This is an optimization exercise on Yosys and OpenROAD, whose aim is small area, a short achievable clock period and few clock cycles, not a production implementation.
Only simulation tests tie the RTL to the original design; equivalence was not proved.
Power figures rest on the tool's default switching activity, not on a simulated workload.

## flow/design.v (module list and top-level ports; edited modules follow where they fit)
// module dot8: 860 lines
// module csa_fa: 4 lines
// module csa_ha: 4 lines
// module sel3: 3 lines
// module matrix_mult: 83 lines
module matrix_mult #(parameter DW = 8, m = 8, n = 8)(
    input clk,
    input reset,
    input [DW-1:0] data_in,
    input start,
    output [2*DW-1:0] data_out,
    output reg done
);
  // ...
==> flow/run.sh <==
#!/bin/bash
# synth_recipe.tcl (not shown) runs the flow's synth.tcl, then flattens the netlist and writes it again
# the make line also repeats each setting of config.mk as NAME=value (left out here)
make -C /OpenROAD-flow-scripts/flow DESIGN_CONFIG=/design/flow/config.mk WORK_HOME=/design/flow/orfs CLKGATE_MAP_FILE= SYNTH_SCRIPT=/design/flow/synth_recipe.tcl finish
==> flow/config.mk <==
export PLATFORM = sky130hd
export DESIGN_NAME = matrix_mult
export DESIGN_NICKNAME = matrix_mult
export VERILOG_FILES = /design/flow/design.v
export SDC_FILE = /design/flow/constraint.sdc
export NUM_CORES = 4
export LEC_CHECK = 0
export CAP_MARGIN = 20
export CORE_MARGIN = 2
export CORE_UTILIZATION = 65
export CTS_BUF_LIST = sky130_fd_sc_hd__clkbuf_16
export CTS_CLUSTER_DIAMETER = 80
export CTS_CLUSTER_SIZE = 25
export PLACE_DENSITY = 0.75
export SETUP_SLACK_MARGIN = 5
export SLEW_MARGIN = 20
export SYNTH_HIERARCHICAL = 1
export SYNTH_MINIMUM_KEEP_SIZE = 0
==> flow/constraint.sdc <==
create_clock -name core_clock -period 8.0 [get_ports {clk}]
set_input_delay 1.6000 -clock core_clock [delete_from_list [all_inputs] [get_ports {clk}]]
set_output_delay 1.6000 -clock core_clock [all_outputs]
set_load 0.01 [all_outputs]
==> summary.md, run 1 <==
| Metric | Value |
|---|---|
| Status | `finished clean` |
| Crit path from | `ar[49][0]` |
| CTS tree | `done` |
| Maximum clock path buffer count | `3` |
| Setup-failing EPs final | `0` |
| Seq_cells | `1302` |
| Compound-gate portion of the synthesized area | `8.60%` |
| Met3 WL | `7760 microns` |
| Worst Setup End Kind | `flip-flop` |
| Row count | `between 80 and 90` |
| First-pass GRT wire length | `134000 microns` |
| Multi-input gates | `approximately 1000` |
| R2R depth | `8` |
| Area leader, netlist | `dfxtp_1` |
| Total gr overflow | `0` |
| Combinational share of power | `less than 1%` |
| Global placement routability congestion | `around 1` |
| Top_reg_cell synth | `dfxtp_1` |
| GR Util met1 | `42.2%` |
| Area occupied by registers | `0.0271 sq mm` |
| M2 GR Usage | `48.3%` |
| Post-synthesis register bit count | `1302` |
| R2R setup slack | `4670 ps` |
| Met1 wire length | `approximately 38000 microns` |
| Synth warn | `12` |
Testbench counts, summed over its fixed seeds: cycles 6,056.
==> module matrix_mult, before the edit <==
module matrix_mult #(parameter DW = 8, m = 8, n = 8)(
    input clk,
    input reset,
    input [DW-1:0] data_in,
    input start,
    output [2*DW-1:0] data_out,
    output reg done
);
  localparam S = 3;
  localparam LAST = 186 + S;
  reg [7:0] cnt;
  wire idle = (cnt == 8'd0) || (cnt == LAST);
  always @(posedge clk) begin
    if (reset)
      cnt <= 8'd0;
    else if (idle)
      cnt <= start ? 8'd1 : 8'd0;
    else
      cnt <= cnt + 8'd1;
  end
  always @(posedge clk) begin
    if (reset)
      done <= 1'b0;
    else
      done <= (cnt >= 122 + S) && (cnt <= 185 + S);
  end
  reg load_a, load_row;
  reg [7:0] load_b;
  wire [6:0] bidx = cnt[6:0] - 7'd1;    
  integer lb;
  always @(posedge clk) begin
    load_a <= (cnt >= 8'd1) && (cnt <= 8'd64);
    load_row <= (cnt[2:0] == 3'd1);
    for (lb = 0; lb < 8; lb = lb + 1)
      load_b[lb] <= (cnt >= 8'd65) && (cnt <= 8'd128) && (bidx[5:3] == lb);
  end
  reg [7:0] ar [0:63];
  integer p;
  always @(posedge clk) begin
    ar[0] <= load_a ? data_in : ar[63];
    for (p = 1; p < 64; p = p + 1)
      ar[p] <= ar[p-1];
  end
  wire [8:0] psum [0:3];
  genvar pg, pb;
  generate for (pg = 0; pg < 4; pg = pg + 1) begin : pa
    wire [7:0] x = ar[55 - 2*pg];
    wire [7:0] y = ar[54 - 2*pg];
    wire [8:0] c;
    assign c[0] = 1'b0;
    csa_ha u_h0 (.a(x[0]), .b(y[0]), .s(psum[pg][0]), .co(c[1]));
    for (pb = 1; pb < 8; pb = pb + 1) begin : fb
      csa_fa u_f (.a(x[pb]), .b(y[pb]), .c(c[pb]), .s(psum[pg][pb]), .co(c[pb+1]));
    end
    assign psum[pg][8] = c[8];
  end endgenerate
  reg [63:0] arow;
  reg [35:0] arowp;
  integer q;
  always @(posedge clk) begin
    if (load_row) begin
      for (q = 0; q < 8; q = q + 1)
        arow[8*q +: 8] <= ar[55 - q];
      for (q = 0; q < 4; q = q + 1)
        arowp[9*q +: 9] <= psum[q];
    end
  end
  reg [7:0] bl [0:63];
  integer k, r;
  always @(posedge clk) begin
    for (k = 0; k < 8; k = k + 1) begin
      bl[8*k] <= load_b[k] ? data_in : bl[8*k+7];
      for (r = 1; r < 8; r = r + 1)
        bl[8*k+r] <= bl[8*k+r-1];
    end
  end
  wire [63:0] bcol;
  genvar g;
  generate for (g = 0; g < 8; g = g + 1) begin : bc
    assign bcol[8*g +: 8] = bl[8*g];
  end endgenerate
  dot8 u_dot (.clk(clk), .a(arow), .ap(arowp), .b(bcol), .dot(data_out));
endmodule
==> run 2: changes to the inputs <==
--- a/flow/design.v
+++ b/flow/design.v
@@ -20,7 +20,7 @@
   sel3 u_sel0_0_5 (.s1(e0_0_1), .s2(e0_0_2), .s3(e0_0_3), .u(u0[5]), .v(v0[5]), .w(w0[5]), .y(pq0[5]));
   sel3 u_sel0_0_6 (.s1(e0_0_1), .s2(e0_0_2), .s3(e0_0_3), .u(u0[6]), .v(v0[6]), .w(w0[6]), .y(pq0[6]));
   sel3 u_sel0_0_7 (.s1(e0_0_1), .s2(e0_0_2), .s3(e0_0_3), .u(u0[7]), .v(v0[7]), .w(w0[7]), .y(pq0[7]));
-  sel3 u_sel0_0_8 (.s1(e0_0_1), .s2(e0_0_2), .s3(e0_0_3), .u(u0[8]), .v(v0[8]), .w(w0[8]), .y(pq0[8]));
+  assign pq0[8] = ~(e0_0_3 & w0[8]);
   wire e0_1_1 = b[1] & ~b[9];
   wire e0_1_2 = ~b[1] & b[9];
   wire e0_1_3 = b[1] & b[9];
@@ -32,7 +32,7 @@
   sel3 u_sel0_1_5 (.s1(e0_1_1), .s2(e0_1_2), .s3(e0_1_3), .u(u0[5]), .v(v0[5]), .w(w0[5]), .y(pq0[14]));
   sel3 u_sel0_1_6 (.s1(e0_1_1), .s2(e0_1_2), .s3(e0_1_3), .u(u0[6]), .v(v0[6]), .w(w0[6]), .y(pq0[15]));
   sel3 u_sel0_1_7 (.s1(e0_1_1), .s2(e0_1_2), .s3(e0_1_3), .u(u0[7]), .v(v0[7]), .w(w0[7]), .y(pq0[16]));
-  sel3 u_sel0_1_8 (.s1(e0_1_1), .s2(e0_1_2), .s3(e0_1_3), .u(u0[8]), .v(v0[8]), .w(w0[8]), .y(pq0[17]));
+  assign pq0[17] = ~(e0_1_3 & w0[8]);
   wire e0_2_1 = b[2] & ~b[10];
   wire e0_2_2 = ~b[2] & b[10];
   wire e0_2_3 = b[2] & b[10];
@@ -44,7 +44,7 @@
   sel3 u_sel0_2_5 (.s1(e0_2_1), .s2(e0_2_2), .s3(e0_2_3), .u(u0[5]), .v(v0[5]), .w(w0[5]), .y(pq0[23]));
   sel3 u_sel0_2_6 (.s1(e0_2_1), .s2(e0_2_2), .s3(e0_2_3), .u(u0[6]), .v(v0[6]), .w(w0[6]), .y(pq0[24]));
   sel3 u_sel0_2_7 (.s1(e0_2_1), .s2(e0_2_2), .s3(e0_2_3), .u(u0[7]), .v(v0[7]), .w(w0[7]), .y(pq0[25]));
-  sel3 u_sel0_2_8 (.s1(e0_2_1), .s2(e0_2_2), .s3(e0_2_3), .u(u0[8]), .v(v0[8]), .w(w0[8]), .y(pq0[26]));
+  assign pq0[26] = ~(e0_2_3 & w0[8]);
   wire e0_3_1 = b[3] & ~b[11];
   wire e0_3_2 = ~b[3] & b[11];
   wire e0_3_3 = b[3] & b[11];
@@ -56,7 +56,7 @@
   sel3 u_sel0_3_5 (.s1(e0_3_1), .s2(e0_3_2), .s3(e0_3_3), .u(u0[5]), .v(v0[5]), .w(w0[5]), .y(pq0[32]));
   sel3 u_sel0_3_6 (.s1(e0_3_1), .s2(e0_3_2), .s3(e0_3_3), .u(u0[6]), .v(v0[6]), .w(w0[6]), .y(pq0[33]));
   sel3 u_sel0_3_7 (.s1(e0_3_1), .s2(e0_3_2), .s3(e0_3_3), .u(u0[7]), .v(v0[7]), .w(w0[7]), .y(pq0[34]));
-  sel3 u_sel0_3_8 (.s1(e0_3_1), .s2(e0_3_2), .s3(e0_3_3), .u(u0[8]), .v(v0[8]), .w(w0[8]), .y(pq0[35]));
+  assign pq0[35] = ~(e0_3_3 & w0[8]);
   wire e0_4_1 = b[4] & ~b[12];
   wire e0_4_2 = ~b[4] & b[12];
   wire e0_4_3 = b[4] & b[12];
@@ -68,7 +68,7 @@
   sel3 u_sel0_4_5 (.s1(e0_4_1), .s2(e0_4_2), .s3(e0_4_3), .u(u0[5]), .v(v0[5]), .w(w0[5]), .y(pq0[41]));
   sel3 u_sel0_4_6 (.s1(e0_4_1), .s2(e0_4_2), .s3(e0_4_3), .u(u0[6]), .v(v0[6]), .w(w0[6]), .y(pq0[42]));
   sel3 u_sel0_4_7 (.s1(e0_4_1), .s2(e0_4_2), .s3(e0_4_3), .u(u0[7]), .v(v0[7]), .w(w0[7]), .y(pq0[43]));
-  sel3 u_sel0_4_8 (.s1(e0_4_1), .s2(e0_4_2), .s3(e0_4_3), .u(u0[8]), .v(v0[8]), .w(w0[8]), .y(pq0[44]));
+  assign pq0[44] = ~(e0_4_3 & w0[8]);
   wire e0_5_1 = b[5] & ~b[13];
   wire e0_5_2 = ~b[5] & b[13];
   wire e0_5_3 = b[5] & b[13];
@@ -80,7 +80,7 @@
   sel3 u_sel0_5_5 (.s1(e0_5_1), .s2(e0_5_2), .s3(e0_5_3), .u(u0[5]), .v(v0[5]), .w(w0[5]), .y(pq0[50]));
   sel3 u_sel0_5_6 (.s1(e0_5_1), .s2(e0_5_2), .s3(e0_5_3), .u(u0[6]), .v(v0[6]), .w(w0[6]), .y(pq0[51]));
   sel3 u_sel0_5_7 (.s1(e0_5_1), .s2(e0_5_2), .s3(e0_5_3), .u(u0[7]), .v(v0[7]), .w(w0[7]), .y(pq0[52]));
-  sel3 u_sel0_5_8 (.s1(e0_5_1), .s2(e0_5_2), .s3(e0_5_3), .u(u0[8]), .v(v0[8]), .w(w0[8]), .y(pq0[53]));
+  assign pq0[53] = ~(e0_5_3 & w0[8]);
   wire e0_6_1 = b[6] & ~b[14];
   wire e0_6_2 = ~b[6] & b[14];
   wire e0_6_3 = b[6] & b[14];
@@ -92,7 +92,7 @@
   sel3 u_sel0_6_5 (.s1(e0_6_1), .s2(e0_6_2), .s3(e0_6_3), .u(u0[5]), .v(v0[5]), .w(w0[5]), .y(pq0[59]));
   sel3 u_sel0_6_6 (.s1(e0_6_1), .s2(e0_6_2), .s3(e0_6_3), .u(u0[6]), .v(v0[6]), .w(w0[6]), .y(pq0[60]));
   sel3 u_sel0_6_7 (.s1(e0_6_1), .s2(e0_6_2), .s3(e0_6_3), .u(u0[7]), .v(v0[7]), .w(w0[7]), .y(pq0[61]));
-  sel3 u_sel0_6_8 (.s1(e0_6_1), .s2(e0_6_2), .s3(e0_6_3), .u(u0[8]), .v(v0[8]), .w(w0[8]), .y(pq0[62]));
+  assign pq0[62] = ~(e0_6_3 & w0[8]);
   wire e0_7_1 = b[7] & ~b[15];
   wire e0_7_2 = ~b[7] & b[15];
   wire e0_7_3 = b[7] & b[15];
@@ -104,7 +104,7 @@
   sel3 u_sel0_7_5 (.s1(e0_7_1), .s2(e0_7_2), .s3(e0_7_3), .u(u0[5]), .v(v0[5]), .w(w0[5]), .y(pq0[68]));
   sel3 u_sel0_7_6 (.s1(e0_7_1), .s2(e0_7_2), .s3(e0_7_3), .u(u0[6]), .v(v0[6]), .w(w0[6]), .y(pq0[69]));
   sel3 u_sel0_7_7 (.s1(e0_7_1), .s2(e0_7_2), .s3(e0_7_3), .u(u0[7]), .v(v0[7]), .w(w0[7]), .y(pq0[70]));
-  sel3 u_sel0_7_8 (.s1(e0_7_1), .s2(e0_7_2), .s3(e0_7_3), .u(u0[8]), .v(v0[8]), .w(w0[8]), .y(pq0[71]));
+  assign pq0[71] = ~(e0_7_3 & w0[8]);
   wire [71:0] pq1;   
   wire [8:0] u1 = {1'b0, a[16 +: 8]};
   wire [8:0] v1 = {1'b0, a[24 +: 8]};
@@ -120,7 +120,7 @@
   sel3 u_sel1_0_5 (.s1(e1_0_1), .s2(e1_0_2), .s3(e1_0_3), .u(u1[5]), .v(v1[5]), .w(w1[5]), .y(pq1[5]));
   sel3 u_sel1_0_6 (.s1(e1_0_1), .s2(e1_0_2), .s3(e1_0_3), .u(u1[6]), .v(v1[6]), .w(w1[6]), .y(pq1[6]));
   sel3 u_sel1_0_7 (.s1(e1_0_1), .s2(e1_0_2), .s3(e1_0_3), .u(u1[7]), .v(v1[7]), .w(w1[7]), .y(pq1[7]));
-  sel3 u_sel1_0_8 (.s1(e1_0_1), .s2(e1_0_2), .s3(e1_0_3), .u(u1[8]), .v(v1[8]), .w(w1[8]), .y(pq1[8]));
+  assign pq1[8] = ~(e1_0_3 & w1[8]);
   wire e1_1_1 = b[17] & ~b[25];
   wire e1_1_2 = ~b[17] & b[25];
   wire e1_1_3 = b[17] & b[25];
@@ -132,7 +132,7 @@
   sel3 u_sel1_1_5 (.s1(e1_1_1), .s2(e1_1_2), .s3(e1_1_3), .u(u1[5]), .v(v1[5]), .w(w1[5]), .y(pq1[14]));
   sel3 u_sel1_1_6 (.s1(e1_1_1), .s2(e1_1_2), .s3(e1_1_3), .u(u1[6]), .v(v1[6]), .w(w1[6]), .y(pq1[15]));
   sel3 u_sel1_1_7 (.s1(e1_1_1), .s2(e1_1_2), .s3(e1_1_3), .u(u1[7]), .v(v1[7]), .w(w1[7]), .y(pq1[16]));
-  sel3 u_sel1_1_8 (.s1(e1_1_1), .s2(e1_1_2), .s3(e1_1_3), .u(u1[8]), .v(v1[8]), .w(w1[8]), .y(pq1[17]));
+  assign pq1[17] = ~(e1_1_3 & w1[8]);
   wire e1_2_1 = b[18] & ~b[26];
   wire e1_2_2 = ~b[18] & b[26];
   wire e1_2_3 = b[18] & b[26];
@@ -144,7 +144,7 @@
   sel3 u_sel1_2_5 (.s1(e1_2_1), .s2(e1_2_2), .s3(e1_2_3), .u(u1[5]), .v(v1[5]), .w(w1[5]), .y(pq1[23]));
   sel3 u_sel1_2_6 (.s1(e1_2_1), .s2(e1_2_2), .s3(e1_2_3), .u(u1[6]), .v(v1[6]), .w(w1[6]), .y(pq1[24]));
   sel3 u_sel1_2_7 (.s1(e1_2_1), .s2(e1_2_2), .s3(e1_2_3), .u(u1[7]), .v(v1[7]), .w(w1[7]), .y(pq1[25]));
-  sel3 u_sel1_2_8 (.s1(e1_2_1), .s2(e1_2_2), .s3(e1_2_3), .u(u1[8]), .v(v1[8]), .w(w1[8]), .y(pq1[26]));
+  assign pq1[26] = ~(e1_2_3 & w1[8]);
   wire e1_3_1 = b[19] & ~b[27];
   wire e1_3_2 = ~b[19] & b[27];
   wire e1_3_3 = b[19] & b[27];
@@ -156,7 +156,7 @@
   sel3 u_sel1_3_5 (.s1(e1_3_1), .s2(e1_3_2), .s3(e1_3_3), .u(u1[5]), .v(v1[5]), .w(w1[5]), .y(pq1[32]));
   sel3 u_sel1_3_6 (.s1(e1_3_1), .s2(e1_3_2), .s3(e1_3_3), .u(u1[6]), .v(v1[6]), .w(w1[6]), .y(pq1[33]));
   sel3 u_sel1_3_7 (.s1(e1_3_1), .s2(e1_3_2), .s3(e1_3_3), .u(u1[7]), .v(v1[7]), .w(w1[7]), .y(pq1[34]));
-  sel3 u_sel1_3_8 (.s1(e1_3_1), .s2(e1_3_2), .s3(e1_3_3), .u(u1[8]), .v(v1[8]), .w(w1[8]), .y(pq1[35]));
+  assign pq1[35] = ~(e1_3_3 & w1[8]);
   wire e1_4_1 = b[20] & ~b[28];
   wire e1_4_2 = ~b[20] & b[28];
   wire e1_4_3 = b[20] & b[28];
@@ -168,7 +168,7 @@
   sel3 u_sel1_4_5 (.s1(e1_4_1), .s2(e1_4_2), .s3(e1_4_3), .u(u1[5]), .v(v1[5]), .w(w1[5]), .y(pq1[41]));
   sel3 u_sel1_4_6 (.s1(e1_4_1), .s2(e1_4_2), .s3(e1_4_3), .u(u1[6]), .v(v1[6]), .w(w1[6]), .y(pq1[42]));
   sel3 u_sel1_4_7 (.s1(e1_4_1), .s2(e1_4_2), .s3(e1_4_3), .u(u1[7]), .v(v1[7]), .w(w1[7]), .y(pq1[43]));
-  sel3 u_sel1_4_8 (.s1(e1_4_1), .s2(e1_4_2), .s3(e1_4_3), .u(u1[8]), .v(v1[8]), .w(w1[8]), .y(pq1[44]));
+  assign pq1[44] = ~(e1_4_3 & w1[8]);
   wire e1_5_1 = b[21] & ~b[29];
   wire e1_5_2 = ~b[21] & b[29];
   wire e1_5_3 = b[21] & b[29];
@@ -180,7 +180,7 @@
   sel3 u_sel1_5_5 (.s1(e1_5_1), .s2(e1_5_2), .s3(e1_5_3), .u(u1[5]), .v(v1[5]), .w(w1[5]), .y(pq1[50]));
   sel3 u_sel1_5_6 (.s1(e1_5_1), .s2(e1_5_2), .s3(e1_5_3), .u(u1[6]), .v(v1[6]), .w(w1[6]), .y(pq1[51]));
   sel3 u_sel1_5_7 (.s1(e1_5_1), .s2(e1_5_2), .s3(e1_5_3), .u(u1[7]), .v(v1[7]), .w(w1[7]), .y(pq1[52]));
-  sel3 u_sel1_5_8 (.s1(e1_5_1), .s2(e1_5_2), .s3(e1_5_3), .u(u1[8]), .v(v1[8]), .w(w1[8]), .y(pq1[53]));
+  assign pq1[53] = ~(e1_5_3 & w1[8]);
   wire e1_6_1 = b[22] & ~b[30];
   wire e1_6_2 = ~b[22] & b[30];
   wire e1_6_3 = b[22] & b[30];
@@ -192,7 +192,7 @@
   sel3 u_sel1_6_5 (.s1(e1_6_1), .s2(e1_6_2), .s3(e1_6_3), .u(u1[5]), .v(v1[5]), .w(w1[5]), .y(pq1[59]));
   sel3 u_sel1_6_6 (.s1(e1_6_1), .s2(e1_6_2), .s3(e1_6_3), .u(u1[6]), .v(v1[6]), .w(w1[6]), .y(pq1[60]));
   sel3 u_sel1_6_7 (.s1(e1_6_1), .s2(e1_6_2), .s3(e1_6_3), .u(u1[7]), .v(v1[7]), .w(w1[7]), .y(pq1[61]));
-  sel3 u_sel1_6_8 (.s1(e1_6_1), .s2(e1_6_2), .s3(e1_6_3), .u(u1[8]), .v(v1[8]), .w(w1[8]), .y(pq1[62]));
+  assign pq1[62] = ~(e1_6_3 & w1[8]);
   wire e1_7_1 = b[23] & ~b[31];
   wire e1_7_2 = ~b[23] & b[31];
   wire e1_7_3 = b[23] & b[31];
@@ -204,7 +204,7 @@
   sel3 u_sel1_7_5 (.s1(e1_7_1), .s2(e1_7_2), .s3(e1_7_3), .u(u1[5]), .v(v1[5]), .w(w1[5]), .y(pq1[68]));
   sel3 u_sel1_7_6 (.s1(e1_7_1), .s2(e1_7_2), .s3(e1_7_3), .u(u1[6]), .v(v1[6]), .w(w1[6]), .y(pq1[69]));
   sel3 u_sel1_7_7 (.s1(e1_7_1), .s2(e1_7_2), .s3(e1_7_3), .u(u1[7]), .v(v1[7]), .w(w1[7]), .y(pq1[70]));
-  sel3 u_sel1_7_8 (.s1(e1_7_1), .s2(e1_7_2), .s3(e1_7_3), .u(u1[8]), .v(v1[8]), .w(w1[8]), .y(pq1[71]));
+  assign pq1[71] = ~(e1_7_3 & w1[8]);
   wire [71:0] pq2;   
   wire [8:0] u2 = {1'b0, a[32 +: 8]};
   wire [8:0] v2 = {1'b0, a[40 +: 8]};
@@ -220,7 +220,7 @@
   sel3 u_sel2_0_5 (.s1(e2_0_1), .s2(e2_0_2), .s3(e2_0_3), .u(u2[5]), .v(v2[5]), .w(w2[5]), .y(pq2[5]));
   sel3 u_sel2_0_6 (.s1(e2_0_1), .s2(e2_0_2), .s3(e2_0_3), .u(u2[6]), .v(v2[6]), .w(w2[6]), .y(pq2[6]));
   sel3 u_sel2_0_7 (.s1(e2_0_1), .s2(e2_0_2), .s3(e2_0_3), .u(u2[7]), .v(v2[7]), .w(w2[7]), .y(pq2[7]));
-  sel3 u_sel2_0_8 (.s1(e2_0_1), .s2(e2_0_2), .s3(e2_0_3), .u(u2[8]), .v(v2[8]), .w(w2[8]), .y(pq2[8]));
+  assign pq2[8] = ~(e2_0_3 & w2[8]);
   wire e2_1_1 = b[33] & ~b[41];
   wire e2_1_2 = ~b[33] & b[41];
   wire e2_1_3 = b[33] & b[41];
@@ -232,7 +232,7 @@
   sel3 u_sel2_1_5 (.s1(e2_1_1), .s2(e2_1_2), .s3(e2_1_3), .u(u2[5]), .v(v2[5]), .w(w2[5]), .y(pq2[14]));
   sel3 u_sel2_1_6 (.s1(e2_1_1), .s2(e2_1_2), .s3(e2_1_3), .u(u2[6]), .v(v2[6]), .w(w2[6]), .y(pq2[15]));
   sel3 u_sel2_1_7 (.s1(e2_1_1), .s2(e2_1_2), .s3(e2_1_3), .u(u2[7]), .v(v2[7]), .w(w2[7]), .y(pq2[16]));
-  sel3 u_sel2_1_8 (.s1(e2_1_1), .s2(e2_1_2), .s3(e2_1_3), .u(u2[8]), .v(v2[8]), .w(w2[8]), .y(pq2[17]));
+  assign pq2[17] = ~(e2_1_3 & w2[8]);
   wire e2_2_1 = b[34] & ~b[42];
   wire e2_2_2 = ~b[34] & b[42];
   wire e2_2_3 = b[34] & b[42];
@@ -244,7 +244,7 @@
   sel3 u_sel2_2_5 (.s1(e2_2_1), .s2(e2_2_2), .s3(e2_2_3), .u(u2[5]), .v(v2[5]), .w(w2[5]), .y(pq2[23]));
   sel3 u_sel2_2_6 (.s1(e2_2_1), .s2(e2_2_2), .s3(e2_2_3), .u(u2[6]), .v(v2[6]), .w(w2[6]), .y(pq2[24]));
   sel3 u_sel2_2_7 (.s1(e2_2_1), .s2(e2_2_2), .s3(e2_2_3), .u(u2[7]), .v(v2[7]), .w(w2[7]), .y(pq2[25]));
-  sel3 u_sel2_2_8 (.s1(e2_2_1), .s2(e2_2_2), .s3(e2_2_3), .u(u2[8]), .v(v2[8]), .w(w2[8]), .y(pq2[26]));
+  assign pq2[26] = ~(e2_2_3 & w2[8]);
   wire e2_3_1 = b[35] & ~b[43];
   wire e2_3_2 = ~b[35] & b[43];
   wire e2_3_3 = b[35] & b[43];
@@ -256,7 +256,7 @@
   sel3 u_sel2_3_5 (.s1(e2_3_1), .s2(e2_3_2), .s3(e2_3_3), .u(u2[5]), .v(v2[5]), .w(w2[5]), .y(pq2[32]));
   sel3 u_sel2_3_6 (.s1(e2_3_1), .s2(e2_3_2), .s3(e2_3_3), .u(u2[6]), .v(v2[6]), .w(w2[6]), .y(pq2[33]));
   sel3 u_sel2_3_7 (.s1(e2_3_1), .s2(e2_3_2), .s3(e2_3_3), .u(u2[7]), .v(v2[7]), .w(w2[7]), .y(pq2[34]));
-  sel3 u_sel2_3_8 (.s1(e2_3_1), .s2(e2_3_2), .s3(e2_3_3), .u(u2[8]), .v(v2[8]), .w(w2[8]), .y(pq2[35]));
+  assign pq2[35] = ~(e2_3_3 & w2[8]);
   wire e2_4_1 = b[36] & ~b[44];
   wire e2_4_2 = ~b[36] & b[44];
   wire e2_4_3 = b[36] & b[44];
@@ -268,7 +268,7 @@
   sel3 u_sel2_4_5 (.s1(e2_4_1), .s2(e2_4_2), .s3(e2_4_3), .u(u2[5]), .v(v2[5]), .w(w2[5]), .y(pq2[41]));
   sel3 u_sel2_4_6 (.s1(e2_4_1), .s2(e2_4_2), .s3(e2_4_3), .u(u2[6]), .v(v2[6]), .w(w2[6]), .y(pq2[42]));
   sel3 u_sel2_4_7 (.s1(e2_4_1), .s2(e2_4_2), .s3(e2_4_3), .u(u2[7]), .v(v2[7]), .w(w2[7]), .y(pq2[43]));
-  sel3 u_sel2_4_8 (.s1(e2_4_1), .s2(e2_4_2), .s3(e2_4_3), .u(u2[8]), .v(v2[8]), .w(w2[8]), .y(pq2[44]));
+  assign pq2[44] = ~(e2_4_3 & w2[8]);
   wire e2_5_1 = b[37] & ~b[45];
   wire e2_5_2 = ~b[37] & b[45];
   wire e2_5_3 = b[37] & b[45];
@@ -280,7 +280,7 @@
   sel3 u_sel2_5_5 (.s1(e2_5_1), .s2(e2_5_2), .s3(e2_5_3), .u(u2[5]), .v(v2[5]), .w(w2[5]), .y(pq2[50]));
   sel3 u_sel2_5_6 (.s1(e2_5_1), .s2(e2_5_2), .s3(e2_5_3), .u(u2[6]), .v(v2[6]), .w(w2[6]), .y(pq2[51]));
   sel3 u_sel2_5_7 (.s1(e2_5_1), .s2(e2_5_2), .s3(e2_5_3), .u(u2[7]), .v(v2[7]), .w(w2[7]), .y(pq2[52]));
-  sel3 u_sel2_5_8 (.s1(e2_5_1), .s2(e2_5_2), .s3(e2_5_3), .u(u2[8]), .v(v2[8]), .w(w2[8]), .y(pq2[53]));
+  assign pq2[53] = ~(e2_5_3 & w2[8]);
   wire e2_6_1 = b[38] & ~b[46];
   wire e2_6_2 = ~b[38] & b[46];
   wire e2_6_3 = b[38] & b[46];
@@ -292,7 +292,7 @@
   sel3 u_sel2_6_5 (.s1(e2_6_1), .s2(e2_6_2), .s3(e2_6_3), .u(u2[5]), .v(v2[5]), .w(w2[5]), .y(pq2[59]));
   sel3 u_sel2_6_6 (.s1(e2_6_1), .s2(e2_6_2), .s3(e2_6_3), .u(u2[6]), .v(v2[6]), .w(w2[6]), .y(pq2[60]));
   sel3 u_sel2_6_7 (.s1(e2_6_1), .s2(e2_6_2), .s3(e2_6_3), .u(u2[7]), .v(v2[7]), .w(w2[7]), .y(pq2[61]));
-  sel3 u_sel2_6_8 (.s1(e2_6_1), .s2(e2_6_2), .s3(e2_6_3), .u(u2[8]), .v(v2[8]), .w(w2[8]), .y(pq2[62]));
+  assign pq2[62] = ~(e2_6_3 & w2[8]);
   wire e2_7_1 = b[39] & ~b[47];
   wire e2_7_2 = ~b[39] & b[47];
   wire e2_7_3 = b[39] & b[47];
@@ -304,7 +304,7 @@
   sel3 u_sel2_7_5 (.s1(e2_7_1), .s2(e2_7_2), .s3(e2_7_3), .u(u2[5]), .v(v2[5]), .w(w2[5]), .y(pq2[68]));
   sel3 u_sel2_7_6 (.s1(e2_7_1), .s2(e2_7_2), .s3(e2_7_3), .u(u2[6]), .v(v2[6]), .w(w2[6]), .y(pq2[69]));
   sel3 u_sel2_7_7 (.s1(e2_7_1), .s2(e2_7_2), .s3(e2_7_3), .u(u2[7]), .v(v2[7]), .w(w2[7]), .y(pq2[70]));
-  sel3 u_sel2_7_8 (.s1(e2_7_1), .s2(e2_7_2), .s3(e2_7_3), .u(u2[8]), .v(v2[8]), .w(w2[8]), .y(pq2[71]));
+  assign pq2[71] = ~(e2_7_3 & w2[8]);
   wire [71:0] pq3;   
   wire [8:0] u3 = {1'b0, a[48 +: 8]};
   wire [8:0] v3 = {1'b0, a[56 +: 8]};
@@ -320,7 +320,7 @@
   sel3 u_sel3_0_5 (.s1(e3_0_1), .s2(e3_0_2), .s3(e3_0_3), .u(u3[5]), .v(v3[5]), .w(w3[5]), .y(pq3[5]));
   sel3 u_sel3_0_6 (.s1(e3_0_1), .s2(e3_0_2), .s3(e3_0_3), .u(u3[6]), .v(v3[6]), .w(w3[6]), .y(pq3[6]));
   sel3 u_sel3_0_7 (.s1(e3_0_1), .s2(e3_0_2), .s3(e3_0_3), .u(u3[7]), .v(v3[7]), .w(w3[7]), .y(pq3[7]));
-  sel3 u_sel3_0_8 (.s1(e3_0_1), .s2(e3_0_2), .s3(e3_0_3), .u(u3[8]), .v(v3[8]), .w(w3[8]), .y(pq3[8]));
+  assign pq3[8] = ~(e3_0_3 & w3[8]);
   wire e3_1_1 = b[49] & ~b[57];
   wire e3_1_2 = ~b[49] & b[57];
   wire e3_1_3 = b[49] & b[57];
@@ -332,7 +332,7 @@
   sel3 u_sel3_1_5 (.s1(e3_1_1), .s2(e3_1_2), .s3(e3_1_3), .u(u3[5]), .v(v3[5]), .w(w3[5]), .y(pq3[14]));
   sel3 u_sel3_1_6 (.s1(e3_1_1), .s2(e3_1_2), .s3(e3_1_3), .u(u3[6]), .v(v3[6]), .w(w3[6]), .y(pq3[15]));
   sel3 u_sel3_1_7 (.s1(e3_1_1), .s2(e3_1_2), .s3(e3_1_3), .u(u3[7]), .v(v3[7]), .w(w3[7]), .y(pq3[16]));
-  sel3 u_sel3_1_8 (.s1(e3_1_1), .s2(e3_1_2), .s3(e3_1_3), .u(u3[8]), .v(v3[8]), .w(w3[8]), .y(pq3[17]));
+  assign pq3[17] = ~(e3_1_3 & w3[8]);
   wire e3_2_1 = b[50] & ~b[58];
   wire e3_2_2 = ~b[50] & b[58];
   wire e3_2_3 = b[50] & b[58];
@@ -344,7 +344,7 @@
   sel3 u_sel3_2_5 (.s1(e3_2_1), .s2(e3_2_2), .s3(e3_2_3), .u(u3[5]), .v(v3[5]), .w(w3[5]), .y(pq3[23]));
   sel3 u_sel3_2_6 (.s1(e3_2_1), .s2(e3_2_2), .s3(e3_2_3), .u(u3[6]), .v(v3[6]), .w(w3[6]), .y(pq3[24]));
   sel3 u_sel3_2_7 (.s1(e3_2_1), .s2(e3_2_2), .s3(e3_2_3), .u(u3[7]), .v(v3[7]), .w(w3[7]), .y(pq3[25]));
-  sel3 u_sel3_2_8 (.s1(e3_2_1), .s2(e3_2_2), .s3(e3_2_3), .u(u3[8]), .v(v3[8]), .w(w3[8]), .y(pq3[26]));
+  assign pq3[26] = ~(e3_2_3 & w3[8]);
   wire e3_3_1 = b[51] & ~b[59];
   wire e3_3_2 = ~b[51] & b[59];
   wire e3_3_3 = b[51] & b[59];
@@ -356,7 +356,7 @@
   sel3 u_sel3_3_5 (.s1(e3_3_1), .s2(e3_3_2), .s3(e3_3_3), .u(u3[5]), .v(v3[5]), .w(w3[5]), .y(pq3[32]));
   sel3 u_sel3_3_6 (.s1(e3_3_1), .s2(e3_3_2), .s3(e3_3_3), .u(u3[6]), .v(v3[6]), .w(w3[6]), .y(pq3[33]));
   sel3 u_sel3_3_7 (.s1(e3_3_1), .s2(e3_3_2), .s3(e3_3_3), .u(u3[7]), .v(v3[7]), .w(w3[7]), .y(pq3[34]));
-  sel3 u_sel3_3_8 (.s1(e3_3_1), .s2(e3_3_2), .s3(e3_3_3), .u(u3[8]), .v(v3[8]), .w(w3[8]), .y(pq3[35]));
+  assign pq3[35] = ~(e3_3_3 & w3[8]);
   wire e3_4_1 = b[52] & ~b[60];
   wire e3_4_2 = ~b[52] & b[60];
   wire e3_4_3 = b[52] & b[60];
@@ -368,7 +368,7 @@
   sel3 u_sel3_4_5 (.s1(e3_4_1), .s2(e3_4_2), .s3(e3_4_3), .u(u3[5]), .v(v3[5]), .w(w3[5]), .y(pq3[41]));
   sel3 u_sel3_4_6 (.s1(e3_4_1), .s2(e3_4_2), .s3(e3_4_3), .u(u3[6]), .v(v3[6]), .w(w3[6]), .y(pq3[42]));
   sel3 u_sel3_4_7 (.s1(e3_4_1), .s2(e3_4_2), .s3(e3_4_3), .u(u3[7]), .v(v3[7]), .w(w3[7]), .y(pq3[43]));
-  sel3 u_sel3_4_8 (.s1(e3_4_1), .s2(e3_4_2), .s3(e3_4_3), .u(u3[8]), .v(v3[8]), .w(w3[8]), .y(pq3[44]));
+  assign pq3[44] = ~(e3_4_3 & w3[8]);
   wire e3_5_1 = b[53] & ~b[61];
   wire e3_5_2 = ~b[53] & b[61];
   wire e3_5_3 = b[53] & b[61];
@@ -380,7 +380,7 @@
   sel3 u_sel3_5_5 (.s1(e3_5_1), .s2(e3_5_2), .s3(e3_5_3), .u(u3[5]), .v(v3[5]), .w(w3[5]), .y(pq3[50]));
   sel3 u_sel3_5_6 (.s1(e3_5_1), .s2(e3_5_2), .s3(e3_5_3), .u(u3[6]), .v(v3[6]), .w(w3[6]), .y(pq3[51]));
   sel3 u_sel3_5_7 (.s1(e3_5_1), .s2(e3_5_2), .s3(e3_5_3), .u(u3[7]), .v(v3[7]), .w(w3[7]), .y(pq3[52]));
-  sel3 u_sel3_5_8 (.s1(e3_5_1), .s2(e3_5_2), .s3(e3_5_3), .u(u3[8]), .v(v3[8]), .w(w3[8]), .y(pq3[53]));
+  assign pq3[53] = ~(e3_5_3 & w3[8]);
   wire e3_6_1 = b[54] & ~b[62];
   wire e3_6_2 = ~b[54] & b[62];
   wire e3_6_3 = b[54] & b[62];
@@ -392,7 +392,7 @@
   sel3 u_sel3_6_5 (.s1(e3_6_1), .s2(e3_6_2), .s3(e3_6_3), .u(u3[5]), .v(v3[5]), .w(w3[5]), .y(pq3[59]));
   sel3 u_sel3_6_6 (.s1(e3_6_1), .s2(e3_6_2), .s3(e3_6_3), .u(u3[6]), .v(v3[6]), .w(w3[6]), .y(pq3[60]));
   sel3 u_sel3_6_7 (.s1(e3_6_1), .s2(e3_6_2), .s3(e3_6_3), .u(u3[7]), .v(v3[7]), .w(w3[7]), .y(pq3[61]));
-  sel3 u_sel3_6_8 (.s1(e3_6_1), .s2(e3_6_2), .s3(e3_6_3), .u(u3[8]), .v(v3[8]), .w(w3[8]), .y(pq3[62]));
+  assign pq3[62] = ~(e3_6_3 & w3[8]);
   wire e3_7_1 = b[55] & ~b[63];
   wire e3_7_2 = ~b[55] & b[63];
   wire e3_7_3 = b[55] & b[63];
@@ -404,9 +404,9 @@
   sel3 u_sel3_7_5 (.s1(e3_7_1), .s2(e3_7_2), .s3(e3_7_3), .u(u3[5]), .v(v3[5]), .w(w3[5]), .y(pq3[68]));
   sel3 u_sel3_7_6 (.s1(e3_7_1), .s2(e3_7_2), .s3(e3_7_3), .u(u3[6]), .v(v3[6]), .w(w3[6]), .y(pq3[69]));
   sel3 u_sel3_7_7 (.s1(e3_7_1), .s2(e3_7_2), .s3(e3_7_3), .u(u3[7]), .v(v3[7]), .w(w3[7]), .y(pq3[70]));
-  sel3 u_sel3_7_8 (.s1(e3_7_1), .s2(e3_7_2), .s3(e3_7_3), .u(u3[8]), .v(v3[8]), .w(w3[8]), .y(pq3[71]));
+  assign pq3[71] = ~(e3_7_3 & w3[8]);
   reg [106:0] st1;
-  reg [35:0] st2;
+  reg [31:0] st2;
   wire s1, c2, s3, c4, s5, c6, s7, c8, s9, c10, s11, c12, s13, c14, s15, c16;
   wire s17, c18, s19, c20, s21, c22, s23, c24, s25, c26, s27, c28, s29, c30, s31, c32;
   wire s33, c34, s35, c36, s37, c38, s39, c40, s41, c42, s43, c44, s45, c46, s47, c48;
@@ -438,7 +438,7 @@
   wire c449, s450, c451, s452, c453, s454, c455, s456, c457, s458, c459, s460, c461, s462, c463, s464;
   wire c465, s466, c467, s468, c469, s470, c471, s472, c473, s474, c475, s476, c477, s478, c479, s480;
   wire c481, s482, c483, s484, c485, s486, c487, s488, c489, s490, c491, s492, c493, s494, c495, s496;
-  wire c497, s498, c499, s500, c501, s502, s503, s504, s505, c506, s507, c508, s509, c510, s511, c512;
+  wire c497, s498, c499, s500, c501, s502, c503, s504, c505, s506, c507, s508, c509, s510, s511, s512;
   csa_fa u_s1 (.a(pq0[0]), .b(pq1[0]), .c(pq2[0]), .s(s1), .co(c2));
   assign s3 = ~(pq0[1] ^ pq0[9]);
   assign c4 = pq0[1] | pq0[9];
@@ -787,31 +787,35 @@
   csa_fa u_s452 (.a(c433), .b(s444), .c(s446), .s(s452), .co(c453));
   csa_fa u_s454 (.a(s448), .b(c435), .c(c437), .s(s454), .co(c455));
   csa_fa u_s456 (.a(s450), .b(s452), .c(c439), .s(s456), .co(c457));
-  csa_fa u_s458 (.a(st1[74]), .b(st1[75]), .c(st1[76]), .s(s458), .co(c459));
-  csa_fa u_s460 (.a(st1[77]), .b(st1[78]), .c(st1[79]), .s(s460), .co(c461));
-  csa_fa u_s462 (.a(st1[80]), .b(st1[81]), .c(st1[82]), .s(s462), .co(c463));
-  csa_fa u_s464 (.a(st1[83]), .b(c445), .c(c447), .s(s464), .co(c465));
-  csa_fa u_s466 (.a(c449), .b(s458), .c(s460), .s(s466), .co(c467));
-  csa_fa u_s468 (.a(s462), .b(c451), .c(c453), .s(s468), .co(c469));
-  csa_fa u_s470 (.a(s464), .b(s466), .c(c455), .s(s470), .co(c471));
-  csa_fa u_s472 (.a(st1[84]), .b(st1[85]), .c(st1[86]), .s(s472), .co(c473));
-  csa_fa u_s474 (.a(st1[87]), .b(st1[88]), .c(st1[89]), .s(s474), .co(c475));
-  csa_fa u_s476 (.a(st1[90]), .b(st1[91]), .c(c459), .s(s476), .co(c477));
-  csa_fa u_s478 (.a(c461), .b(c463), .c(s472), .s(s478), .co(c479));
-  csa_fa u_s480 (.a(s474), .b(c465), .c(c467), .s(s480), .co(c481));
-  csa_fa u_s482 (.a(s476), .b(s478), .c(c469), .s(s482), .co(c483));
-  csa_fa u_s484 (.a(st1[92]), .b(st1[93]), .c(st1[94]), .s(s484), .co(c485));
-  csa_fa u_s486 (.a(st1[95]), .b(st1[96]), .c(st1[97]), .s(s486), .co(c487));
-  csa_fa u_s488 (.a(st1[98]), .b(c473), .c(c475), .s(s488), .co(c489));
-  csa_fa u_s490 (.a(s484), .b(s486), .c(c477), .s(s490), .co(c491));
-  csa_fa u_s492 (.a(c479), .b(s488), .c(c481), .s(s492), .co(c493));
-  csa_fa u_s494 (.a(st1[100]), .b(st1[101]), .c(st1[102]), .s(s494), .co(c495));
-  csa_fa u_s496 (.a(st1[99]), .b(c485), .c(c487), .s(s496), .co(c497));
-  csa_fa u_s498 (.a(s494), .b(c489), .c(s496), .s(s498), .co(c499));
-  csa_fa u_s500 (.a(c491), .b(s498), .c(c493), .s(s500), .co(c501));
-  assign s502 = st1[103] ^ st1[104] ^ st1[105];
-  assign s503 = st1[106] ^ c495 ^ s502;
-  assign s504 = c497 ^ s503 ^ c499;
+  csa_fa u_s458 (.a(s454), .b(c441), .c(s456), .s(s458), .co(c459));
+  csa_fa u_s460 (.a(st1[74]), .b(st1[75]), .c(st1[76]), .s(s460), .co(c461));
+  csa_fa u_s462 (.a(st1[77]), .b(st1[78]), .c(st1[79]), .s(s462), .co(c463));
+  csa_fa u_s464 (.a(st1[80]), .b(st1[81]), .c(st1[82]), .s(s464), .co(c465));
+  csa_fa u_s466 (.a(st1[83]), .b(c445), .c(c447), .s(s466), .co(c467));
+  csa_fa u_s468 (.a(c449), .b(s460), .c(s462), .s(s468), .co(c469));
+  csa_fa u_s470 (.a(s464), .b(c451), .c(c453), .s(s470), .co(c471));
+  csa_fa u_s472 (.a(s466), .b(s468), .c(c455), .s(s472), .co(c473));
+  csa_fa u_s474 (.a(s470), .b(c457), .c(s472), .s(s474), .co(c475));
+  csa_fa u_s476 (.a(st1[84]), .b(st1[85]), .c(st1[86]), .s(s476), .co(c477));
+  csa_fa u_s478 (.a(st1[87]), .b(st1[88]), .c(st1[89]), .s(s478), .co(c479));
+  csa_fa u_s480 (.a(st1[90]), .b(st1[91]), .c(c461), .s(s480), .co(c481));
+  csa_fa u_s482 (.a(c463), .b(c465), .c(s476), .s(s482), .co(c483));
+  csa_fa u_s484 (.a(s478), .b(c467), .c(c469), .s(s484), .co(c485));
+  csa_fa u_s486 (.a(s480), .b(s482), .c(c471), .s(s486), .co(c487));
+  csa_fa u_s488 (.a(s484), .b(c473), .c(s486), .s(s488), .co(c489));
+  csa_fa u_s490 (.a(st1[92]), .b(st1[93]), .c(st1[94]), .s(s490), .co(c491));
+  csa_fa u_s492 (.a(st1[95]), .b(st1[96]), .c(st1[97]), .s(s492), .co(c493));
+  csa_fa u_s494 (.a(st1[98]), .b(c477), .c(c479), .s(s494), .co(c495));
+  csa_fa u_s496 (.a(s490), .b(s492), .c(c481), .s(s496), .co(c497));
+  csa_fa u_s498 (.a(c483), .b(s494), .c(c485), .s(s498), .co(c499));
+  csa_fa u_s500 (.a(s496), .b(c487), .c(s498), .s(s500), .co(c501));
+  csa_fa u_s502 (.a(st1[100]), .b(st1[101]), .c(st1[102]), .s(s502), .co(c503));
+  csa_fa u_s504 (.a(st1[99]), .b(c491), .c(c493), .s(s504), .co(c505));
+  csa_fa u_s506 (.a(s502), .b(c495), .c(s504), .s(s506), .co(c507));
+  csa_fa u_s508 (.a(c497), .b(s506), .c(c499), .s(s508), .co(c509));
+  assign s510 = st1[103] ^ st1[104] ^ st1[105];
+  assign s511 = st1[106] ^ c503 ^ s510;
+  assign s512 = c505 ^ s511 ^ c507;
   always @(posedge clk) begin
       st2[0] <= st1[0];
       st2[1] <= st1[1];
@@ -833,30 +837,77 @@
       st2[17] <= s426;
       st2[18] <= c427;
       st2[19] <= s442;
-      st2[20] <= s454;
-      st2[21] <= c441;
-      st2[22] <= s456;
-      st2[23] <= c443;
-      st2[24] <= s468;
-      st2[25] <= c457;
-      st2[26] <= s470;
-      st2[27] <= s480;
-      st2[28] <= c471;
-      st2[29] <= s482;
-      st2[30] <= s490;
-      st2[31] <= c483;
-      st2[32] <= s492;
-      st2[33] <= s500;
-      st2[34] <= s504;
-      st2[35] <= c501;
+      st2[20] <= c443;
+      st2[21] <= s458;
+      st2[22] <= c459;
+      st2[23] <= s474;
+      st2[24] <= c475;
+      st2[25] <= s488;
+      st2[26] <= c489;
+      st2[27] <= s500;
+      st2[28] <= c501;
+      st2[29] <= s508;
+      st2[30] <= s512;
+      st2[31] <= c509;
   end
-  csa_fa u_s505 (.a(st2[20]), .b(st2[21]), .c(st2[22]), .s(s505), .co(c506));
-  csa_fa u_s507 (.a(st2[24]), .b(st2[25]), .c(st2[26]), .s(s507), .co(c508));
-  csa_fa u_s509 (.a(st2[27]), .b(st2[28]), .c(st2[29]), .s(s509), .co(c510));
-  csa_fa u_s511 (.a(st2[30]), .b(st2[31]), .c(st2[32]), .s(s511), .co(c512));
-  wire [15:0] row0 = {st2[34], st2[33], c510, c508, c506, st2[23], st2[18], st2[16], st2[14], st2[12], st2[10], st2[8], st2[6], st2[4], st2[2], st2[0]};
-  wire [15:0] row1 = {st2[35], c512, s511, s509, s507, s505, st2[19], st2[17], st2[15], st2[13], st2[11], st2[9], st2[7], st2[5], st2[3], st2[1]};
-  always @(posedge clk) dot <= ~row0 + ~row1;
+  wire [15:0] row0 = {st2[30], st2[28], st2[26], st2[24], st2[22], st2[20], st2[18], st2[16], st2[14], st2[12], st2[10], st2[8], st2[6], st2[4], st2[2], st2[0]};
+  wire [15:0] row1 = {st2[31], st2[29], st2[27], st2[25], st2[23], st2[21], st2[19], st2[17], st2[15], st2[13], st2[11], st2[9], st2[7], st2[5], st2[3], st2[1]};
+  wire [15:0] g0 = ~(row0 | row1);    
+  wire [15:0] p0 = row0 ^ row1;       
+  wire bgu0_1 = g0[1] | (p0[1] & g0[0]);
+  wire bpu0_1 = p0[1] & p0[0];
+  wire bgu0_3 = g0[3] | (p0[3] & g0[2]);
+  wire bpu0_3 = p0[3] & p0[2];
+  wire bgu0_5 = g0[5] | (p0[5] & g0[4]);
+  wire bpu0_5 = p0[5] & p0[4];
+  wire bgu0_7 = g0[7] | (p0[7] & g0[6]);
+  wire bpu0_7 = p0[7] & p0[6];
+  wire bgu0_9 = g0[9] | (p0[9] & g0[8]);
+  wire bpu0_9 = p0[9] & p0[8];
+  wire bgu0_11 = g0[11] | (p0[11] & g0[10]);
+  wire bpu0_11 = p0[11] & p0[10];
+  wire bgu0_13 = g0[13] | (p0[13] & g0[12]);
+  wire bpu0_13 = p0[13] & p0[12];
+  wire bgu0_15 = g0[15] | (p0[15] & g0[14]);
+  wire bpu0_15 = p0[15] & p0[14];
+  wire bgu1_3 = bgu0_3 | (bpu0_3 & bgu0_1);
+  wire bpu1_3 = bpu0_3 & bpu0_1;
+  wire bgu1_7 = bgu0_7 | (bpu0_7 & bgu0_5);
+  wire bpu1_7 = bpu0_7 & bpu0_5;
+  wire bgu1_11 = bgu0_11 | (bpu0_11 & bgu0_9);
+  wire bpu1_11 = bpu0_11 & bpu0_9;
+  wire bgu1_15 = bgu0_15 | (bpu0_15 & bgu0_13);
+  wire bpu1_15 = bpu0_15 & bpu0_13;
+  wire bgu2_7 = bgu1_7 | (bpu1_7 & bgu1_3);
+  wire bpu2_7 = bpu1_7 & bpu1_3;
+  wire bgu2_15 = bgu1_15 | (bpu1_15 & bgu1_11);
+  wire bpu2_15 = bpu1_15 & bpu1_11;
+  wire bgu3_15 = bgu2_15 | (bpu2_15 & bgu2_7);
+  wire bpu3_15 = bpu2_15 & bpu2_7;
+  wire bgd5_11 = bgu1_11 | (bpu1_11 & bgu2_7);
+  wire bpd5_11 = bpu1_11 & bpu2_7;
+  wire bgd6_5 = bgu0_5 | (bpu0_5 & bgu1_3);
+  wire bpd6_5 = bpu0_5 & bpu1_3;
+  wire bgd6_9 = bgu0_9 | (bpu0_9 & bgu2_7);
+  wire bpd6_9 = bpu0_9 & bpu2_7;
+  wire bgd6_13 = bgu0_13 | (bpu0_13 & bgd5_11);
+  wire bpd6_13 = bpu0_13 & bpd5_11;
+  wire bgd7_2 = g0[2] | (p0[2] & bgu0_1);
+  wire bpd7_2 = p0[2] & bpu0_1;
+  wire bgd7_4 = g0[4] | (p0[4] & bgu1_3);
+  wire bpd7_4 = p0[4] & bpu1_3;
+  wire bgd7_6 = g0[6] | (p0[6] & bgd6_5);
+  wire bpd7_6 = p0[6] & bpd6_5;
+  wire bgd7_8 = g0[8] | (p0[8] & bgu2_7);
+  wire bpd7_8 = p0[8] & bpu2_7;
+  wire bgd7_10 = g0[10] | (p0[10] & bgd6_9);
+  wire bpd7_10 = p0[10] & bpd6_9;
+  wire bgd7_12 = g0[12] | (p0[12] & bgd5_11);
+  wire bpd7_12 = p0[12] & bpd5_11;
+  wire bgd7_14 = g0[14] | (p0[14] & bgd6_13);
+  wire bpd7_14 = p0[14] & bpd6_13;
+  wire [15:0] cy = {bgd7_14, bgd6_13, bgd7_12, bgd5_11, bgd7_10, bgd6_9, bgd7_8, bgu2_7, bgd7_6, bgd6_5, bgd7_4, bgu1_3, bgd7_2, bgu0_1, g0[0], 1'b0};
+  always @(posedge clk) dot <= p0 ^ cy;
 endmodule
 module csa_fa (input a, input b, input c, output s, output co);
   assign s = a ^ b ^ c;
@@ -913,17 +964,27 @@
       ar[p] <= ar[p-1];
   end
   wire [8:0] psum [0:3];
+  reg [4:0] plo [0:3];
   genvar pg, pb;
   generate for (pg = 0; pg < 4; pg = pg + 1) begin : pa
-    wire [7:0] x = ar[55 - 2*pg];
-    wire [7:0] y = ar[54 - 2*pg];
-    wire [8:0] c;
-    assign c[0] = 1'b0;
-    csa_ha u_h0 (.a(x[0]), .b(y[0]), .s(psum[pg][0]), .co(c[1]));
-    for (pb = 1; pb < 8; pb = pb + 1) begin : fb
-      csa_fa u_f (.a(x[pb]), .b(y[pb]), .c(c[pb]), .s(psum[pg][pb]), .co(c[pb+1]));
+    wire [3:0] xl = ar[54 - 2*pg][3:0];
+    wire [3:0] yl = ar[53 - 2*pg][3:0];
+    wire [3:0] xh = ar[55 - 2*pg][7:4];
+    wire [3:0] yh = ar[54 - 2*pg][7:4];
+    wire [4:0] cl, ch;
+    wire [3:0] sl;
+    csa_ha u_hl (.a(xl[0]), .b(yl[0]), .s(sl[0]), .co(cl[1]));
+    for (pb = 1; pb < 4; pb = pb + 1) begin : fl
+      csa_fa u_f (.a(xl[pb]), .b(yl[pb]), .c(cl[pb]), .s(sl[pb]), .co(cl[pb+1]));
     end
-    assign psum[pg][8] = c[8];
+    always @(posedge clk)
+      plo[pg] <= {cl[4], sl};
+    assign ch[0] = plo[pg][4];
+    for (pb = 0; pb < 4; pb = pb + 1) begin : fh
+      csa_fa u_f (.a(xh[pb]), .b(yh[pb]), .c(ch[pb]), .s(psum[pg][4+pb]), .co(ch[pb+1]));
+    end
+    assign psum[pg][3:0] = plo[pg][3:0];
+    assign psum[pg][8] = ch[4];
   end endgenerate
   reg [63:0] arow;
   reg [35:0] arowp;
==> run 2 against run 1 <==
  * Sequential power grew 5.6%
  * Still clean
  * Core utilization shrank 0.53 points
  * Critical path type unchanged
  * Setup slack gained 310 ps
  * Clock skew shrank 26 ps
  * Global-route usage grew 0.18 points
  * Flip-flop and latch count grew 16
  * Clock-buffer cell count grew 7
  * Die area shrank 0.10%
==> summary.md, run 2 <==
| Metric | Value |
|---|---|
| Status | `finished clean` |
| Dpl hpwl | `65700 microns` |
| Cell count after placement | `3068` |
| Max Fclk | `0.330 GHz` |
| Unrepaired setup endpoints after global routing | `true` |
| HP Class | `reg -> reg` |
| Starting Density | `65.6%` |
| P_leak | `0.0150 uW` |
| Yosys top cell area share | `63.1%` |
| Area leader, netlist | `dfxtp_1` |
| WS Path Type | `reg -> reg` |
| Post-route setup TNS | `0 ps` |
| Setup-failing EPs final | `0 (unchanged)` |
| Vias in the first global route | `20.1k` |
| Drc violations | `0` |
| # fillers | `3584` |
| Share of cells above drive strength 1 | `a little under a tenth` |
| EDFF count, synth | `100` |
| H-tree depth | `3` |
| Most common cell after layout, fill and taps aside | `dfxtp_1` |
| Maximum clock path buffer count | `3 (unchanged)` |
| Adder-Cell Fraction of Synth Area | `15.5%` |
| CP peak stage delay | `680 ps` |
| XOR/XNOR Fraction of Synth Area | `0.589%` |
| Total gr overflow | `0 (unchanged)` |
| Clock Skew | `about 37 ps` |
| Compound-gate portion of the synthesized area | `7.37% (-1.2 points)` |
| Simple-Gate Fraction of Synth Area | `2.58%` |
| Worst path most repeated cell | `fa_1` |
| Post-route insts no fill | `3172` |
| Count leader, synth | `dfxtp_1` |
| Syn Area/Cell | `16.9 sq um` |
| Crit path time final | `roughly 3000 ps` |
| Cell area after synthesis | `about 0.039 sq mm` |
| Cells after Synth | `2285` |
| Worst Tran Pin Value | `roughly 1000 ps` |
| Top_reg_cell synth | `dfxtp_1` |
| Top Registers | `ar (512), bl (512), u_dot.st1 (107)` |
| Clock Pin Slew Worst Setup and Hold Paths | `100 ps` |
| Detail Route Antenna Nets | `0` |
| Pin count of the biggest net entering global routing | `between 60 and 70` |
| Root Buffer | `clkbuf_16` |
| Fin crit share | `37.8%` |
| PwrDens | `around 270 mW/mm^2` |
| CP cell instances | `nor2b_1 > a222oi_1 > fa_1 > fa_1 > fa_1` |
| Post-synthesis mux area share | `between 2 and 2.5%` |
| Synth warn | `14 (+2)` |
| Clock sinks | `1318` |
| Slew Limit Fails | `0` |
| I/O Buffers | `27` |
| Sequential element share of the synthesized area | `70.9%` |
| Area Growth Syn to Fin | `8.33%` |
| Num CTS Buffers | `66` |
| Vias/cell | `6.19` |
| I/O pin cnt | `28` |
| Die Ht | `248 microns` |
| Die area | `just over 0.06 sq mm` |
| Die width | `about 250 microns` |
| First-pass iteration count of the detailed router | `12` |
| GR Util All Layers | `between 30% and 40%` |
| Commonest non-fill, non-tap cells in the layout | `dfxtp_1, fa_1, a222oi_1` |
| First-pass GRT wire length | `133000 microns (-0.37%)` |
| Area occupied by registers | `0.0274 sq mm (+1.1%)` |
| Max stage delay cell, worst path | `nor2b_1` |
| CP delay by family, top | `adder cells` |
| Final wirelength | `91300 microns` |
| Worst Path Buf+Inv | `0` |
| Core area | `about 0.059 sq mm` |
| Top cells by area, synth | `dfxtp_1, fa_1, edfxtp_1` |
| Multi-input logic area | `0.0110 sq mm` |
| Initial antenna violation count | `2` |
| Fin nets | `2687` |
| Critical path peak fanout | `8` |
| Slew headroom | `34.5%` |
| Global placement routability congestion | `1.02 (+1.8%)` |
| Final hold violation count | `0` |
| CP required | `8530 ps` |
| Row count | `89 (unchanged)` |
| Share of synthesized registers carrying an async set or reset | `0%` |
| Clock Latency Late Sink | `650 ps` |
| Crit path launch type | `flip-flop` |
| Max IR drop VDD | `about 0.36 mV` |
| # Max-Cap Violations | `0` |
| Largest family of logic cells by synthesized area | `adder cells` |
| First DRT Iteration DRCs | `4285` |
| Data arrival, critical path | `3560 ps` |
| Routed via count | `19.6k` |
| Post-synthesis cell type count | `53` |
| Post-synthesis register bit count | `1318 (+1.2%)` |
| CTS tree | `done` |
| Routed WL per cell | `between 20 and 30 microns` |
| Worst Setup End Kind | `flip-flop` |
| Post-synth top cells | `dfxtp_1, fa_1, a222oi_1, edfxtp_1, inv_1` |
==> run 2: cell types whose count changed in the layout (fill, tap and decap cells not counted), moves of 8 or more <==
cell,before,now
a222oi_1,288,256
conb_1,64,0
nor2_1,19,7
nand2_1,9,33
dfxtp_1,1191,1216
nor2b_1,18,26
a211oi_1,2,10
fa_1,241,278
fa_2,32,2
buf_4,12,4
==> run 2: area by class of cell <==
cell class,instances,share of cell area [%]
flip-flops and latches,1318,65.4
inverters,74,0.664
well taps,773,2.31
repair buffers,31,0.667
multi-input cells,875,26.3
diodes,3,0.0179
clock buffers,66,3.95
clock inverters,32,0.673
==> run 2: final timing paths <==
path | start | to | slack [ps] | cells past startpoint
worst max-delay path | bl[40][1] | u_dot.st1[5] | 4970 | 5
worst min-delay path | ar[7][5] | ar[8][5] | 310 | 0
worst max register to register | bl[40][1] | u_dot.st1[5] | 4970 | 5
worst min register to register | ar[7][5] | ar[8][5] | 310 | 0
==> run 2: power breakdown <==
| group | total, uW | internal [uW] | leakage [uW] | switching, uW |
|---|---|---|---|---|
| clock network | 3610 | 1560 | 0.00101 | 2050 |
| registers | 7410 | 7090 | 0.0109 | 315 |
| logic | 112 | 47.7 | 0.00309 | 64.2 |
==> run 2: logic make-up after synthesis <==
kind of cell | Yosys count
flops | 1318
fa+ha+maj | 310
simple gates | 171
mux | 73
buf+inv | 92
xor+xnor | 26
compound gates | 295
==> run 2: timing repair <==
action / CTS / global route
hold buffers: 0 / 0
cloned: 0 / 0
buffers inserted: 0 / 3
resized for setup: 31 / 38
setup endpoints to repair: 46 / 41
pin swaps: 4 / 15
==> run 2: routing by layer <==
layer  track usage, %  wire (microns)  vias up
li1                 -               -     8330
met1             41.0           36700     9876
met2             48.6           42300     1188
met3             6.86            8650      251
met4             11.1            3630        0
met5                0               0        -
==> run 2: through the flow <==
stage / hold slack, ps / total power (uW) / setup slack (ps) / utilization (%) / area, sq um
floorplan: 310 / 7470 / 5070 / - / 38600
global placement: 309 / 7630 / 4900 / 67.5 / 39800
detailed placement: 312 / 7660 / 4880 / 67.5 / 39800
CTS: 310 / 11200 / 5000 / 70.8 / 41700
global route: 312 / 11400 / 4980 / 71.0 / 41800
finish: 312 / 11100 / 4970 / 71.0 / 41900
==> run 2: modules after synthesis (local to each module, per instance) <==
| module | flip-flops and latches | times used | area [sq um] | cells |
|---|---|---|---|---|
| csa_fa | 0 | 272 | 20.0 | 1 |
| dot8 | 155 | 1 | 4870 | 428 |
| sel3 | 0 | 256 | 10.0 | 1 |
| matrix_mult | 1163 | 1 | 25700 | 1325 |
| csa_ha | 0 | 4 | 12.5 | 1 |
Testbench counts of run 2, summed over its fixed seeds: cycles 6,056.
==> run 3: changes to the inputs <==
--- a/flow/config.mk
+++ b/flow/config.mk
@@ -10,7 +10,7 @@
 export CORE_UTILIZATION = 65
 export CTS_BUF_LIST = sky130_fd_sc_hd__clkbuf_16
 export CTS_CLUSTER_DIAMETER = 80
-export CTS_CLUSTER_SIZE = 25
+export CTS_CLUSTER_SIZE = 30
 export PLACE_DENSITY = 0.75
 export SETUP_SLACK_MARGIN = 5
 export SLEW_MARGIN = 20
==> run 3 against run 2 <==
  * Via count fell by 0.56%
  * Die area did not move
  * First-iteration DRC count fell by 7.0%
  * Power fell by 2.3%
  * Setup slack improved by 15 ps
  * Critical endpoint unchanged
  * Still clean
  * Critical path type unchanged
  * Clock skew rose by 13 ps
  * Highest routed layer is now met5
  * Synthesized area did not move
  * Combinational power barely moved
  * Clock power fell by 6.9%
==> summary.md, run 3 <==
| Metric | Value |
|---|---|
| Num CTS Buffers | `55 (-17%)` |
| Pwr Total | `10900 uW (-2.3%)` |
| PwrDens | `261 mW/mm^2 (-1.8%)` |
| Worst Path Buf+Inv | `0 (unchanged)` |
| Global placement routability congestion | `1.02 (unchanged)` |
| Cell area after synthesis | `0.0386 sq mm (unchanged)` |
| Post-layout util | `70.7% (-0.34 points)` |
| CTS tree | `done` |
| First-pass GRT wire length | `133000 microns (-0.42%)` |
| Yosys top cell area share | `63.1% (unchanged)` |
| Pin count of the biggest net entering global routing | `64 (unchanged)` |
| Dpl hpwl | `65700 microns (unchanged)` |
| CP required | `8550 ps (+20 ps)` |
| Crit path time final | `3010 ps (-14.8 ps)` |
| R2R setup slack | `4990 ps (about the same)` |
| EDFF count, synth | `100 (unchanged)` |
| Die Ht | `248 microns (unchanged)` |
| Dpl ws | `4880 ps (unchanged)` |
| WHS | `318 ps (+5.93 ps)` |
| Detail Route Antenna Nets | `0 (unchanged)` |
| Sequential element share of the synthesized area | `70.9% (unchanged)` |
| Reg2Reg Launch Point | `bl[40][1]` |
| WS Path Type | `reg -> reg` |
| Max stage delay cell, worst path | `nor2b_1` |
| Clock Latency Late Sink | `670 ps (+20 ps)` |
| Cells after Synth | `2285 (unchanged)` |
| Crit path launch type | `flip-flop` |
| I/O pin cnt | `28 (unchanged)` |
| Die area | `0.0614 sq mm (unchanged)` |
| Top Registers | `ar (512), bl (512), u_dot.st1 (107)` |
| Clock power share | `30.9% (-1.5 points)` |
| P_leak | `0.0149 uW (-0.78%)` |
| H-tree depth | `2 (-1)` |
| Post-synthesis register bit count | `1318 (unchanged)` |
| Setup-failing EPs final | `0 (unchanged)` |
| Area leader, netlist | `dfxtp_1` |
| Post-synth top cells | `dfxtp_1, fa_1, a222oi_1, edfxtp_1, inv_1` |
| Worst path most repeated cell | `fa_1` |
| # Max-Cap Violations | `0 (unchanged)` |
| Starting Density | `65.6% (unchanged)` |
| Status | `finished clean` |
| Stages on worst setup path | `5 (unchanged)` |
| First-pass iteration count of the detailed router | `12 (unchanged)` |
| Final hold violation count | `0 (unchanged)` |
| Area Growth Syn to Fin | `7.82%` |
| CP cell instances | `nor2b_1 > a222oi_1 > fa_1 > fa_1 > fa_1` |
| Unrepaired setup endpoints after global routing | `true` |
| Clock Skew | `49.9 ps (+13.1 ps)` |
| Vias/cell | `6.19 (-0.12%)` |
| Critical path peak fanout | `8 (unchanged)` |
| Most common cell after layout, fill and taps aside | `dfxtp_1` |
| Data arrival, critical path | `3570 ps (about the same)` |
| CP endpoint | `u_dot.st1[5]` |
| Switching share of power | `22.0% (+0.17 points)` |
| Maximum clock path buffer count | `3 (unchanged)` |
| Top_reg_cell synth | `dfxtp_1` |
| Core area | `0.0589 sq mm (unchanged)` |
| Worst Setup End Kind | `flip-flop` |
| Initial antenna violation count | `2 (unchanged)` |
| Die width | `248 microns (unchanged)` |
| Setup WS post-layout | `4990 ps (+14.8 ps)` |
| Slew Limit Fails | `0 (unchanged)` |
| R2R depth | `5 (unchanged)` |
| Post-synthesis cell type count | `53 (unchanged)` |
| Syn Area/Cell | `16.9 sq um (unchanged)` |
| Int Power | `8480 uW (-2.5%)` |
| HP Class | `reg -> reg` |
| Clock sinks | `1318 (unchanged)` |
| Fin crit share | `37.7% (-0.18 points)` |
| RR Endpoint | `u_dot.st1[5]` |
-- run 3: cell types whose count changed in the layout (fill, tap and decap cells not counted), moves of 2 or more --
cell / before / now
clkbuf_16: 66 / 56
clkinv_16: 1 / 4
clkinv_8: 5 / 3
fa_1: 278 / 274
fa_2: 2 / 6
inv_1: 92 / 89
nor2b_1: 26 / 23
nor2b_2: 41 / 45
-- run 3: layer usage --
metal / part of all wire, % / vias to the layer above / global-route usage, %
met4: 3.6 / 2 / 9.49
met3: 9.9 / 237 / 7.31
li1: - / 8309 / -
met1: 40 / 9808 / 40.8
met2: 46 / 1179 / 48.4
met5: 0.014 / - / 0
-- run 3: power by group through the flow --
stage | Combinational, uW | Clock [uW] | Sequential [uW]
floorplan | 63.2 | 0 | 7410
global placement | 107 | 0 | 7530
detailed placement | 111 | 0 | 7550
CTS | 110 | 3420 | 7410
global route | 121 | 3630 | 7450
finish | 112 | 3360 | 7410
-- run 3: worst min-delay path by stage --
| stage | from | endpoint | slack [ps] | cells past startpoint |
|---|---|---|---|---|
| finish | bl[58][1] | bl[59][1] | 320 | 0 |
| detailed placement | ar[33][3] | ar[34][3] | 310 | 0 |
| CTS | ar[36][0] | ar[37][0] | 330 | 0 |
| floorplan | ar[9][0] | ar[10][0] | 310 | 0 |
| global route | ar[7][5] | ar[8][5] | 330 | 0 |
| global placement | ar[9][6] | ar[10][6] | 310 | 0 |
-- run 3: area by class of cell --
class                           instances  area (sq um)
Antenna cell                            2          5.00
Clock buffer                           56          1400
Clock inverter                         29           324
Fill cell                            3579         17300
Inverter                               74           278
Multi-Input combinational cell        875         11000
Sequential cell                      1318         27400
Tap cell                              773           967
Timing Repair Buffer                   31           279
-- run 3: Yosys stat by module, one instance, submodules excluded --
module	area, sq um	cells inside	times used	flip-flops and latches
matrix_mult	25700	1325	1	1163
dot8	4870	428	1	155
csa_fa	20.0	1	272	0
csa_ha	12.5	1	4	0
sel3	10.0	1	256	0
-- run 3: stage by stage --
stage / instance area, sq um / std cells
finish: 41700 / 3158
global route: 41600 / 3156
CTS: 41500 / 3153
detailed placement: 39800 / 3068
global placement: 39800 / 3068
floorplan: 38600 / 2285
-- run 3: what timing repair did --
item | CTS | global route
setup endpoints to repair | 52 | 36
setup buffers | 0 | 3
gates resized for setup | 40 | 34
hold buffers | 0 | 0
pin swaps | 3 | 15
-- run 3: cells by family (layout without fill, tap and decap cells) --
family | count (synthesis) | after routing | share of synthesized area [%]
compound gates | 295 | 295 | 7.37
xor+xnor | 26 | 26 | 0.589
fa+ha+maj | 310 | 310 | 15.5
buf+inv | 92 | 190 | 0.965
flops | 1318 | 1318 | 70.9
mux | 73 | 73 | 2.13
other cells | 0 | 2 | 0
simple gates | 171 | 171 | 2.58

## port drivers added, routing unchanged
In the flow no input, the clock included, has a driving cell. The finished layouts below were timed again as built, in two steps.
Step 1 assumes that a clkbuf_16 drives the clock port and a buf_2 every other input.
Step 2 moves the port delays by t, midway between the first and last clock arrival at a register: inputs arrive t later, outputs are due t later. That takes back most of the time a late clock gives input paths.
a / b / c = ideal ports / drivers / drivers and shift; a / b = the first two.
run	t (ns)	setup slack, ns	clock arrival spread, ns	worst data-port slew with drivers (ns)	cell pins on the clock port's net
run 1	0.716	4.667 / 4.667 / 4.667	0.065 / 0.065	0.05	1
run 2	0.695	4.973 / 4.973 / 4.969	0.038 / 0.039	0.06	1
run 3	0.708	4.988 / 4.988 / 4.931	0.062 / 0.061	0.06	1
After both steps every run listed still meets setup and hold. For run 3, which loses most, drivers alone change the setup slack by 0.000 ns; drivers and shift together by -0.057 ns.
